What follows belongs to an exercise in optimizing a design on an open flow for small area; a production flow would make more cautious choices. The RTL was checked by simulation tests, not by an equivalence proof against the original design. The clock input has no modelled driver; a real chip could not lean on it and would need a root buffer or a full tree. Power and IR drop assume default switching activity.

==> inputs of 09-24 <==
==> flow/design.v <==
module spi_master(
  input clk, rst,
  input start,
  input cpol, cpha,
  input [7:0] data_in,
  output [7:0] data_out,
  output sck,
  output [1:0] mode,
  output ss,
  output reg mosi,
  input miso
);
  reg buf_start;
  always @(posedge clk) buf_start <= start;
  reg [3:0] c;
  reg sck_base;
  wire ck_clr = rst | ~buf_start;
  wire c01 = c[0] & c[1];
  always @(posedge clk) begin
    if (ck_clr) begin
      c <= 4'd0;
      sck_base <= cpol;
    end else
      c <= {c01 & c[2], c[2] ^ c01, c[1] ^ c[0], ~c[0]};
  end
  wire spi_lead  = c[2] & ~c[1] & ~c[0];
  wire spi_trail = c[3];
  assign sck  = sck_base ^ c[2];
  assign mode = {cpol, cpha};
  reg [3:0] t;
  reg [7:0] temp_din;
  wire tx_ev   = cpha ? spi_lead : spi_trail;
  wire t_hold  = ~t[3] & t[2];
  wire t_idle  = ~t[3] & ~t[2] & ~t[1];
  wire t_stop  = ~t[3] & ~t[2] & t[1];
  wire tx_shift = t[3] ? tx_ev : (t_hold & spi_lead);
  wire t_last  = t[3] & ~t[2] & ~t[1] & ~t[0];
  reg [3:0] t_n;
  always @* begin
    if (t_idle)
      t_n = buf_start ? {cpha, 3'b111} : 4'b0000;
    else if (t_stop)
      t_n = 4'b0001;
    else if (tx_shift)
      t_n = t_last ? 4'b0010 : {1'b1, t[2] ^ ~(t[1] | t[0]), t[1] ^ ~t[0], ~t[0]};
    else
      t_n = t;
  end
  always @(posedge clk) begin
    if (rst) begin
      t <= 4'b0000;
      mosi <= 1'b0;
    end else begin
      t <= t_n;
      if (tx_shift) mosi <= temp_din[t[2:0]];
    end
    if (t_idle) temp_din <= data_in;
  end
  assign ss = ~(t[3] | t[2] | t[1] | t[0]);
  reg [3:0] r;
  reg [7:0] temp_dout;
  wire rx_ev  = cpha ? spi_trail : spi_lead;
  wire r_samp = r[3];
  wire r_idle = ~r[3] & r[0];
  wire rx_we  = r_samp & rx_ev;
  wire rx_clr = rst | r_idle;
  always @(posedge clk) begin
    if (rst)
      r <= 4'b0001;
    else if (r_samp)
      r <= {r[3] ^ (rx_ev & r[2] & r[1] & r[0]), r[2] ^ (rx_ev & r[1] & r[0]), r[1] ^ (rx_ev & r[0]), r[0] ^ rx_ev};
    else
      r <= (r_idle & buf_start) ? 4'b1000 : 4'b0001;
  end
  genvar i;
  generate for (i = 0; i < 8; i = i + 1) begin : g_rx
    wire we = rx_we & (r[2:0] == 3'd7 - i);
    always @(posedge clk)
      if (rx_clr | we) temp_dout[i] <= miso & ~rx_clr;
  end endgenerate
  assign data_out = temp_dout;
endmodule
==> flow/flow/run.sh <==
#!/bin/bash
# The standard layout with four changes:
#  - after the standard synthesis, the combinational logic is mapped again by
#    ABC for area (flow/reopt.sh); the registers stay as synthesis made them;
#  - the port buffers are the smallest buffer cell;
#  - after CTS, the clock tree is cut down to two inverters at its root, which
#    drives all flip-flops (flow/clock.tcl);
# Each tool's output goes to a log file of its own in this folder.
set -euo pipefail
cd "$(dirname "$0")/.."
export BUFFER_PORTS_ARGS="-buffer_cell sky130_fd_sc_hd__buf_1"
export CTS_ARGS="-sink_clustering_enable -repair_clock_nets -dont_use_dummy_load -buf_list sky130_fd_sc_hd__clkbuf_4"
R=orfs/results/$FLOW_PLATFORM/spi_master/base
bash standard.sh synth > synth.log 2>&1
cp $R/1_2_yosys.v $R/1_2_yosys_standard.v
bash flow/reopt.sh $R/1_2_yosys_standard.v $R/1_2_yosys.v flow/area.abc > reopt.log 2>&1
rm -f $R/1_synth.odb $R/1_synth.sdc
bash standard.sh cts > layout_to_cts.log 2>&1
ODB_IN=$R/4_cts.odb ODB_OUT=$R/4_cts.odb ROOTCELL=sky130_fd_sc_hd__inv_12 PRECELL=sky130_fd_sc_hd__inv_2 \
  openroad -no_init -exit flow/clock.tcl > clock.log 2>&1
bash standard.sh > layout.log 2>&1
==> flow/flow/area.abc <==
strash; dch -f; amap; strash; dch -f; amap; topo
==> flow/flow/clock.tcl <==
# Replace the clock tree that CTS built (a root buffer driving leaf buffers)
# by one driver for all clock sinks: ROOTCELL, or, with PRECELL set, two
# inverters (PRECELL driving ROOTCELL) in place of the root buffer.
read_db $::env(ODB_IN)
set block [ord::get_db_block]
set db [ord::get_db]
set clk [$block findNet clk]
set root ""
foreach it [$clk getITerms] { if {[$it isInputSignal]} { set root [$it getInst] } }
if {$root eq ""} { error "no root buffer" }
set rootout ""
foreach it [$root getITerms] { if {[$it isOutputSignal]} { set rootout [$it getNet] } }
set leaves {}
foreach it [$rootout getITerms] {
  if {[$it isInputSignal]} {
    set inst [$it getInst]
    set m [[$inst getMaster] getName]
    if {[string match *clkbuf* $m]} { lappend leaves $inst } 
  }
}
puts "root [$root getName] leaves [llength $leaves]"
foreach leaf $leaves {
  set onet ""
  foreach it [$leaf getITerms] { if {[$it isOutputSignal]} { set onet [$it getNet] } }
  set sinks {}
  foreach it [$onet getITerms] { if {[$it isInputSignal]} { lappend sinks $it } }
  foreach it $sinks { $it disconnect; $it connect $rootout }
  odb::dbInst_destroy $leaf
  odb::dbNet_destroy $onet
}
if {![info exists ::env(PRECELL)]} {
  $root swapMaster [$db findMaster $::env(ROOTCELL)]
} else {
  # two inverters in place of the root buffer: PRECELL drives ROOTCELL
  set loc [$root getLocation]
  set pre [odb::dbInst_create $block [$db findMaster $::env(PRECELL)] clkroot_a]
  set drv [odb::dbInst_create $block [$db findMaster $::env(ROOTCELL)] clkroot_b]
  set n1 [odb::dbNet_create $block clkroot_a_net]
  $n1 setSigType CLOCK
  foreach i [list $pre $drv] { $i setLocation [lindex $loc 0] [lindex $loc 1]; $i setPlacementStatus PLACED }
  foreach it [$root getITerms] { $it disconnect }
  odb::dbInst_destroy $root
  foreach it [$pre getITerms] {
    if {[$it isInputSignal]} { $it connect $clk }
    if {[$it isOutputSignal]} { $it connect $n1 }
  }
  foreach it [$drv getITerms] {
    if {[$it isInputSignal]} { $it connect $n1 }
    if {[$it isOutputSignal]} { $it connect $rootout }
  }
}
detailed_placement
check_placement
set n 0
foreach it [$rootout getITerms] { incr n }
puts "root net pins $n"
write_db $::env(ODB_OUT)
==> flow/flow/reopt.sh <==
#!/bin/bash
# reopt.sh IN.v OUT.v ABC_SCRIPT
# Re-maps the combinational logic of the standard synthesis netlist IN.v for
# area. Every register instance of IN.v is kept as it is (name, cell type and
# connections): the register cells are read as black boxes, the other cells are
# read as their liberty functions, flattened, and mapped again by ABC.
set -euo pipefail
LIB=$FLOW_HOME/platforms/sky130hd/lib/sky130_fd_sc_hd__tt_025C_1v80.lib
in=$1; out=$2; scr=$3
seqs=$(grep -o "sky130_fd_sc_hd__[a-z0-9_]*" "$in" | sort -u | grep -E "__(s?e?df|dl|conb)" | tr "\n" " " || true)
yosys -p "read_liberty -ignore_miss_func -ignore_miss_dir $LIB; read_verilog $in; hierarchy -top spi_master; blackbox $seqs; flatten; opt_clean; opt -purge; abc -liberty $LIB -dont_use *probe* -dont_use *lpflow* -script $scr; setundef -zero; splitnets; opt_clean -purge; hilomap -singleton -hicell sky130_fd_sc_hd__conb_1 HI -locell sky130_fd_sc_hd__conb_1 LO; insbuf -buf sky130_fd_sc_hd__buf_1 A X; opt_clean -purge; stat -liberty $LIB; write_verilog -noattr -noexpr -nohex -nodec $out"
==> flow/standard.sh <==
#!/bin/bash
# synth_recipe.tcl (not shown) runs the flow's synth.tcl, then flattens the netlist and writes it again
# the make line also repeats each setting of config.mk as NAME=value (left out here)
make -C /OpenROAD-flow-scripts/flow DESIGN_CONFIG=/design/flow/config.mk WORK_HOME=/design/flow/orfs CLKGATE_MAP_FILE= SYNTH_SCRIPT=/design/flow/synth_recipe.tcl "${@:-finish}"
==> flow/config.mk <==
export PLATFORM = sky130hd
export DESIGN_NAME = spi_master
export DESIGN_NICKNAME = spi_master
export VERILOG_FILES = /design/flow/design.v
export SDC_FILE = /design/flow/constraint.sdc
export NUM_CORES = 4
export LEC_CHECK = 0
export CAP_MARGIN = 20
export CORE_MARGIN = 2
export CORE_UTILIZATION = 30
export SLEW_MARGIN = 20
==> flow/constraint.sdc <==
create_clock -name core_clock -period 10.0 [get_ports {clk}]
set_input_delay 2.0000 -clock core_clock [delete_from_list [all_inputs] [get_ports {clk}]]
set_output_delay 2.0000 -clock core_clock [all_outputs]
set_load 0.01 [all_outputs]
==> 03-20: changes against 09-24 <==
--- a/flow/flow/run.sh
+++ b/flow/flow/run.sh
@@ -15,3 +15,3 @@
 cp $R/1_2_yosys.v $R/1_2_yosys_standard.v
-bash flow/reopt.sh $R/1_2_yosys_standard.v $R/1_2_yosys.v flow/area.abc > reopt.log 2>&1
+bash flow/reopt.sh $R/1_2_yosys_standard.v $R/1_2_yosys.v flow/area1.abc flow/area2.abc flow/area3.abc flow/area4.abc > reopt.log 2>&1
 rm -f $R/1_synth.odb $R/1_synth.sdc
==> flow/flow/area1.abc (new file) <==
strash; dch -f; amap; strash; dch -f; amap; topo
==> flow/flow/area2.abc (new file) <==
strash; &get -n; &deepsyn -I 10 -J 200 -S 0; &put; dch -f; amap; strash; dch -f; amap; topo
==> flow/flow/area3.abc (new file) <==
strash; &get -n; &deepsyn -I 10 -J 200 -S 1; &put; dch -f; amap; strash; dch -f; amap; topo
==> flow/flow/area4.abc (new file) <==
strash; &get -n; &deepsyn -I 10 -J 200 -S 2; &put; dch -f; amap; strash; dch -f; amap; topo
==> flow/flow/reopt.sh (replaced) <==
#!/bin/bash
# reopt.sh IN.v OUT.v ABC_SCRIPT...
# Re-maps the combinational logic of the standard synthesis netlist IN.v for
# area, once per ABC script given, and keeps the smallest result. Every
# register instance of IN.v is kept as it is (name, cell type and
# connections): the register cells are read as black boxes, the other cells
# are read as their liberty functions, flattened, and mapped again by ABC.
set -euo pipefail
LIB=$FLOW_HOME/platforms/sky130hd/lib/sky130_fd_sc_hd__tt_025C_1v80.lib
in=$1; out=$2; shift 2
seqs=$(grep -o "sky130_fd_sc_hd__[a-z0-9_]*" "$in" | sort -u | grep -E "__(s?e?df|dl|conb)" | tr "\n" " " || true)
best=""; bestarea=""
n=0
for scr in "$@"; do
  n=$((n+1))
  cand=$out.cand$n.v
  yosys -p "read_liberty -ignore_miss_func -ignore_miss_dir $LIB; read_verilog $in; hierarchy -top spi_master; blackbox $seqs; flatten; opt_clean; opt -purge; abc -liberty $LIB -dont_use *probe* -dont_use *lpflow* -script $scr; setundef -zero; splitnets; opt_clean -purge; hilomap -singleton -hicell sky130_fd_sc_hd__conb_1 HI -locell sky130_fd_sc_hd__conb_1 LO; insbuf -buf sky130_fd_sc_hd__buf_1 A X; opt_clean -purge; tee -o $cand.stat stat -liberty $LIB; write_verilog -noattr -noexpr -nohex -nodec $cand"
  area=$(grep "Chip area" $cand.stat | awk '{print $NF}')
  echo "script $scr: area $area"
  if [[ -z "$bestarea" ]] || awk "BEGIN{exit !($area < $bestarea)}"; then best=$cand; bestarea=$area; fi
done
echo "chosen: $best area $bestarea"
cp $best $out
removed: flow/flow/area.abc
==> 04-22: changes against 09-24 <==
--- a/flow/flow/run.sh
+++ b/flow/flow/run.sh
@@ -5,3 +5,3 @@
 #  - the port buffers are the smallest buffer cell;
-#  - after CTS, the clock tree is cut down to two inverters at its root, which
+#  - after CTS, the clock tree is cut down to its root buffer, sized up, which
 #    drives all flip-flops (flow/clock.tcl);
@@ -18,3 +18,3 @@
 bash standard.sh cts > layout_to_cts.log 2>&1
-ODB_IN=$R/4_cts.odb ODB_OUT=$R/4_cts.odb ROOTCELL=sky130_fd_sc_hd__inv_12 PRECELL=sky130_fd_sc_hd__inv_2 \
+ODB_IN=$R/4_cts.odb ODB_OUT=$R/4_cts.odb ROOTCELL=sky130_fd_sc_hd__clkbuf_16 \
   openroad -no_init -exit flow/clock.tcl > clock.log 2>&1
==> flow/flow/clock.tcl (replaced) <==
# Replace the clock tree that CTS built (a root buffer driving leaf buffers)
# by the root buffer alone, driving every clock sink, sized to ROOTCELL.
read_db $::env(ODB_IN)
set block [ord::get_db_block]
set db [ord::get_db]
set clk [$block findNet clk]
set root ""
foreach it [$clk getITerms] { if {[$it isInputSignal]} { set root [$it getInst] } }
if {$root eq ""} { error "no root buffer" }
set rootout ""
foreach it [$root getITerms] { if {[$it isOutputSignal]} { set rootout [$it getNet] } }
set leaves {}
foreach it [$rootout getITerms] {
  if {[$it isInputSignal]} {
    set inst [$it getInst]
    set m [[$inst getMaster] getName]
    if {[string match *clkbuf* $m]} { lappend leaves $inst } 
  }
}
puts "root [$root getName] leaves [llength $leaves]"
foreach leaf $leaves {
  set onet ""
  foreach it [$leaf getITerms] { if {[$it isOutputSignal]} { set onet [$it getNet] } }
  set sinks {}
  foreach it [$onet getITerms] { if {[$it isInputSignal]} { lappend sinks $it } }
  foreach it $sinks { $it disconnect; $it connect $rootout }
  odb::dbInst_destroy $leaf
  odb::dbNet_destroy $onet
}
set nm [$db findMaster $::env(ROOTCELL)]
$root swapMaster $nm
detailed_placement
check_placement
set n 0
foreach it [$rootout getITerms] { incr n }
puts "root net pins $n"
write_db $::env(ODB_OUT)
==> impl_metrics.csv <==
group,metric,value,unit
status,status,"complete, no violations",
pwr,power.clock.total,0.0429,mW
die,die_w,67.2,microns
global_routing,grt_pass1_wl,3.17,mm
Source of the figures above: 03-20

==> impl_metrics.csv <==
group,metric,value,unit
status,status,"complete, no violations",
pwr,power.clock.total,0.0461,mW
global_routing,grt_pass1_wl,3.35,mm
pwr,p_comb_share,16.8,%
cts,cts.reportedPaths.clkPinSlew,0.10,ns
die,die_w,67.3,microns
cts,post_cts_buffers,0,
Source of the figures above: 04-22

==> impl_metrics.csv <==
group,metric,value,unit
pwr,power.clock.total,0.0433,mW
die,die_w,67.3,microns
status,status,"complete, no violations",
global_routing,grt_pass1_wl,3.37,mm
setup_path,cp.buffers_inverters,2,
Source of the figures above: 09-24

The clock cells of 09-24 and 03-20 come from the design's own scripts or RTL, not from TritonCTS.


==> run A: inputs <==
Starts from the design.v that is shown in full above.
clock: 10.0 ns
lec_check: 0
cap_margin: 20
core_margin: 2
core_utilization: 30
slew_margin: 20
standard.sh (not shown) runs the stock make flow with config.mk's settings and CLKGATE_MAP_FILE= SYNTH_SCRIPT=/design/flow/synth_recipe.tcl, a recipe that flattens the netlist after the stock synthesis.
==> flow/flow/run.sh <==
#!/bin/bash
# The standard layout with three changes:
#  - after the standard synthesis, the combinational logic is mapped again by
#    ABC for area (flow/reopt.sh); the registers stay as synthesis made them;
#  - the port buffers are the smallest buffer cell;
#  - the clock tree uses small clock buffers and no dummy loads.
# Each tool's output goes to a log file of its own in this folder.
set -euo pipefail
cd "$(dirname "$0")/.."
export BUFFER_PORTS_ARGS="-buffer_cell sky130_fd_sc_hd__buf_1"
export CTS_ARGS="-sink_clustering_enable -repair_clock_nets -dont_use_dummy_load -buf_list sky130_fd_sc_hd__clkbuf_4"
R=orfs/results/$FLOW_PLATFORM/spi_master/base
bash standard.sh synth > synth.log 2>&1
cp $R/1_2_yosys.v $R/1_2_yosys_standard.v
bash flow/reopt.sh $R/1_2_yosys_standard.v $R/1_2_yosys.v flow/area.abc > reopt.log 2>&1
rm -f $R/1_synth.odb $R/1_synth.sdc
bash standard.sh > layout.log 2>&1
==> flow/flow/area.abc <==
strash; dch -f; amap; strash; dch -f; amap; topo
==> flow/flow/reopt.sh <==
#!/bin/bash
# reopt.sh IN.v OUT.v ABC_SCRIPT
# Re-maps the combinational logic of the standard synthesis netlist IN.v for
# area. Every register instance of IN.v is kept as it is (name, cell type and
# connections): the register cells are read as black boxes, the other cells are
# read as their liberty functions, flattened, and mapped again by ABC.
set -euo pipefail
LIB=$FLOW_HOME/platforms/sky130hd/lib/sky130_fd_sc_hd__tt_025C_1v80.lib
in=$1; out=$2; scr=$3
seqs=$(grep -o "sky130_fd_sc_hd__[a-z0-9_]*" "$in" | sort -u | grep -E "__(s?e?df|dl|conb)" | tr "\n" " " || true)
yosys -p "read_liberty -ignore_miss_func -ignore_miss_dir $LIB; read_verilog $in; hierarchy -top spi_master; blackbox $seqs; flatten; opt_clean; opt -purge; abc -liberty $LIB -dont_use *probe* -dont_use *lpflow* -script $scr; setundef -zero; splitnets; opt_clean -purge; hilomap -singleton -hicell sky130_fd_sc_hd__conb_1 HI -locell sky130_fd_sc_hd__conb_1 LO; insbuf -buf sky130_fd_sc_hd__buf_1 A X; opt_clean -purge; stat -liberty $LIB; write_verilog -noattr -noexpr -nohex -nodec $out"
==> run E: changes against run A <==
--- a/flow/design.v
+++ b/flow/design.v
@@ -58,3 +58,3 @@
   end
-  assign ss = ~(t[3] | t[2] | t[1] | t[0]);
+  assign ss = ~(t[3] | t[1] | t[0]);
   reg [3:0] r;
--- a/flow/flow/run.sh
+++ b/flow/flow/run.sh
@@ -1,3 +1,3 @@
 #!/bin/bash
-# The standard layout with three changes:
+# The standard layout with four changes:
 #  - after the standard synthesis, the combinational logic is mapped again by
@@ -5,3 +5,4 @@
 #  - the port buffers are the smallest buffer cell;
-#  - the clock tree uses small clock buffers and no dummy loads.
+#  - after CTS, the clock tree is cut down to two inverters at its root, which
+#    drives all flip-flops (flow/clock.tcl);
 # Each tool's output goes to a log file of its own in this folder.
@@ -14,4 +15,7 @@
 cp $R/1_2_yosys.v $R/1_2_yosys_standard.v
-bash flow/reopt.sh $R/1_2_yosys_standard.v $R/1_2_yosys.v flow/area.abc > reopt.log 2>&1
+bash flow/reopt.sh $R/1_2_yosys_standard.v $R/1_2_yosys.v flow/area1.abc flow/area2.abc flow/area3.abc flow/area4.abc > reopt.log 2>&1
 rm -f $R/1_synth.odb $R/1_synth.sdc
+bash standard.sh cts > layout_to_cts.log 2>&1
+ODB_IN=$R/4_cts.odb ODB_OUT=$R/4_cts.odb ROOTCELL=sky130_fd_sc_hd__inv_12 PRECELL=sky130_fd_sc_hd__inv_2 \
+  openroad -no_init -exit flow/clock.tcl > clock.log 2>&1
 bash standard.sh > layout.log 2>&1
==> flow/flow/area1.abc (new file) <==
strash; dch -f; amap; strash; dch -f; amap; topo
==> flow/flow/area2.abc (new file) <==
strash; &get -n; &deepsyn -I 10 -J 200 -S 0; &put; dch -f; amap; strash; dch -f; amap; topo
==> flow/flow/area3.abc (new file) <==
strash; &get -n; &deepsyn -I 10 -J 200 -S 1; &put; dch -f; amap; strash; dch -f; amap; topo
==> flow/flow/area4.abc (new file) <==
strash; &get -n; &deepsyn -I 10 -J 200 -S 2; &put; dch -f; amap; strash; dch -f; amap; topo
==> flow/flow/clock.tcl (new file) <==
# Replace the clock tree that CTS built (a root buffer driving leaf buffers)
# by one driver for all clock sinks: ROOTCELL, or, with PRECELL set, two
# inverters (PRECELL driving ROOTCELL) in place of the root buffer.
read_db $::env(ODB_IN)
set block [ord::get_db_block]
set db [ord::get_db]
set clk [$block findNet clk]
set root ""
foreach it [$clk getITerms] { if {[$it isInputSignal]} { set root [$it getInst] } }
if {$root eq ""} { error "no root buffer" }
set rootout ""
foreach it [$root getITerms] { if {[$it isOutputSignal]} { set rootout [$it getNet] } }
set leaves {}
foreach it [$rootout getITerms] {
  if {[$it isInputSignal]} {
    set inst [$it getInst]
    set m [[$inst getMaster] getName]
    if {[string match *clkbuf* $m]} { lappend leaves $inst } 
  }
}
puts "root [$root getName] leaves [llength $leaves]"
foreach leaf $leaves {
  set onet ""
  foreach it [$leaf getITerms] { if {[$it isOutputSignal]} { set onet [$it getNet] } }
  set sinks {}
  foreach it [$onet getITerms] { if {[$it isInputSignal]} { lappend sinks $it } }
  foreach it $sinks { $it disconnect; $it connect $rootout }
  odb::dbInst_destroy $leaf
  odb::dbNet_destroy $onet
}
if {![info exists ::env(PRECELL)]} {
  $root swapMaster [$db findMaster $::env(ROOTCELL)]
} else {
  # two inverters in place of the root buffer: PRECELL drives ROOTCELL
  set loc [$root getLocation]
  set pre [odb::dbInst_create $block [$db findMaster $::env(PRECELL)] clkroot_a]
  set drv [odb::dbInst_create $block [$db findMaster $::env(ROOTCELL)] clkroot_b]
  set n1 [odb::dbNet_create $block clkroot_a_net]
  $n1 setSigType CLOCK
  foreach i [list $pre $drv] { $i setLocation [lindex $loc 0] [lindex $loc 1]; $i setPlacementStatus PLACED }
  foreach it [$root getITerms] { $it disconnect }
  odb::dbInst_destroy $root
  foreach it [$pre getITerms] {
    if {[$it isInputSignal]} { $it connect $clk }
    if {[$it isOutputSignal]} { $it connect $n1 }
  }
  foreach it [$drv getITerms] {
    if {[$it isInputSignal]} { $it connect $n1 }
    if {[$it isOutputSignal]} { $it connect $rootout }
  }
}
detailed_placement
check_placement
set n 0
foreach it [$rootout getITerms] { incr n }
puts "root net pins $n"
write_db $::env(ODB_OUT)
==> flow/flow/reopt.sh (replaced) <==
#!/bin/bash
# reopt.sh IN.v OUT.v ABC_SCRIPT...
# Re-maps the combinational logic of the standard synthesis netlist IN.v for
# area, once per ABC script given, and keeps the smallest result. Every
# register instance of IN.v is kept as it is (name, cell type and
# connections): the register cells are read as black boxes, the other cells
# are read as their liberty functions, flattened, and mapped again by ABC.
set -euo pipefail
LIB=$FLOW_HOME/platforms/sky130hd/lib/sky130_fd_sc_hd__tt_025C_1v80.lib
in=$1; out=$2; shift 2
seqs=$(grep -o "sky130_fd_sc_hd__[a-z0-9_]*" "$in" | sort -u | grep -E "__(s?e?df|dl|conb)" | tr "\n" " " || true)
best=""; bestarea=""
n=0
for scr in "$@"; do
  n=$((n+1))
  cand=$out.cand$n.v
  yosys -p "read_liberty -ignore_miss_func -ignore_miss_dir $LIB; read_verilog $in; hierarchy -top spi_master; blackbox $seqs; flatten; opt_clean; opt -purge; abc -liberty $LIB -dont_use *probe* -dont_use *lpflow* -script $scr; setundef -zero; splitnets; opt_clean -purge; hilomap -singleton -hicell sky130_fd_sc_hd__conb_1 HI -locell sky130_fd_sc_hd__conb_1 LO; insbuf -buf sky130_fd_sc_hd__buf_1 A X; opt_clean -purge; tee -o $cand.stat stat -liberty $LIB; write_verilog -noattr -noexpr -nohex -nodec $cand"
  area=$(grep "Chip area" $cand.stat | awk '{print $NF}')
  echo "script $scr: area $area"
  if [[ -z "$bestarea" ]] || awk "BEGIN{exit !($area < $bestarea)}"; then best=$cand; bestarea=$area; fi
done
echo "chosen: $best area $bestarea"
cp $best $out
removed: flow/flow/area.abc
==> comparison table <==
quantity	run A	run E
Run status	no timing/DRC/antenna violations	no timing/DRC/antenna violations
Worst hold slack	439 ps	441 ps
Static Leakage	0.467 nW	0.475 nW
Slack of the worst reg-to-reg path	8160 ps	8260 ps
Fraction of the cycle the final worst path needs	43.6%	42.8%
Multi-input combinational cell area	364 um^2	353 um^2
Remaining max-slew budget at the tightest pin	55.2%	71.3%
Clock-net power	0.0590 mW	0.0448 mW
Die outline width	67.3 um	67.0 um
Overall power	0.267 mW	0.239 mW
Average detailed-routed wire length per instance	10.3 um	10.0 um
M1 wire length	850 um	820 um
Highest net fanout along the worst path	5	3
Logic depth of the worst register-to-register path	8	10
Height of the die	67.3 um	67.0 um
Combinational share of power	15.9%	14.8%
Final estimated routing congestion in global placement	0.835	0.774
Minimum setup slack in the final design	5640 ps	5720 ps
Post-layout minimum cycle time	4360 ps	4280 ps
Number of global-route vias before repair	887	810
Initial core utilization	30.5%	31.9%
Setup Slack @ Placement	5640 ps	5710 ps
Synthesized instance count	116	117
Count of non-CTS inverters in the layout	11	13
Placeable core region	3940 um^2	3740 um^2
Fill count	404	393
Switching Fraction	27.3%	28.8%
The clock cells of run E come from the design's own scripts or RTL, not from TritonCTS.

-- separate check: timing with driven ports --
Ports are ideal in the flow. The routed layouts listed here were re-timed in OpenROAD.
Step 1 assumes that a clkbuf_16 drives the clock port and a buf_2 every other input.
Step 2 adds t to the input delays and takes it off the output delays; t is the mean of the earliest and latest rising clock arrival at the registers after step 1. Input paths then give back, and output paths get back, about the clock's delay inside the block.
Three values: no drivers, after step 1, after step 2; two values: the first two.
run	t (ns)	setup slack, ns	hold slack, ns
09-24	0.184	5.646 / 5.621 / 5.621	0.444 / 0.444 / 0.444
03-20	0.181	5.702 / 5.679 / 5.679	0.436 / 0.436 / 0.436
04-22	0.188	5.646 / 5.622 / 5.622	0.444 / 0.444 / 0.444
run A	0.338	5.642 / 5.617 / 5.617	0.439 / 0.439 / 0.439
run E	0.188	5.715 / 5.693 / 5.693	0.441 / 0.441 / 0.441
After both steps every run listed still meets setup and hold.
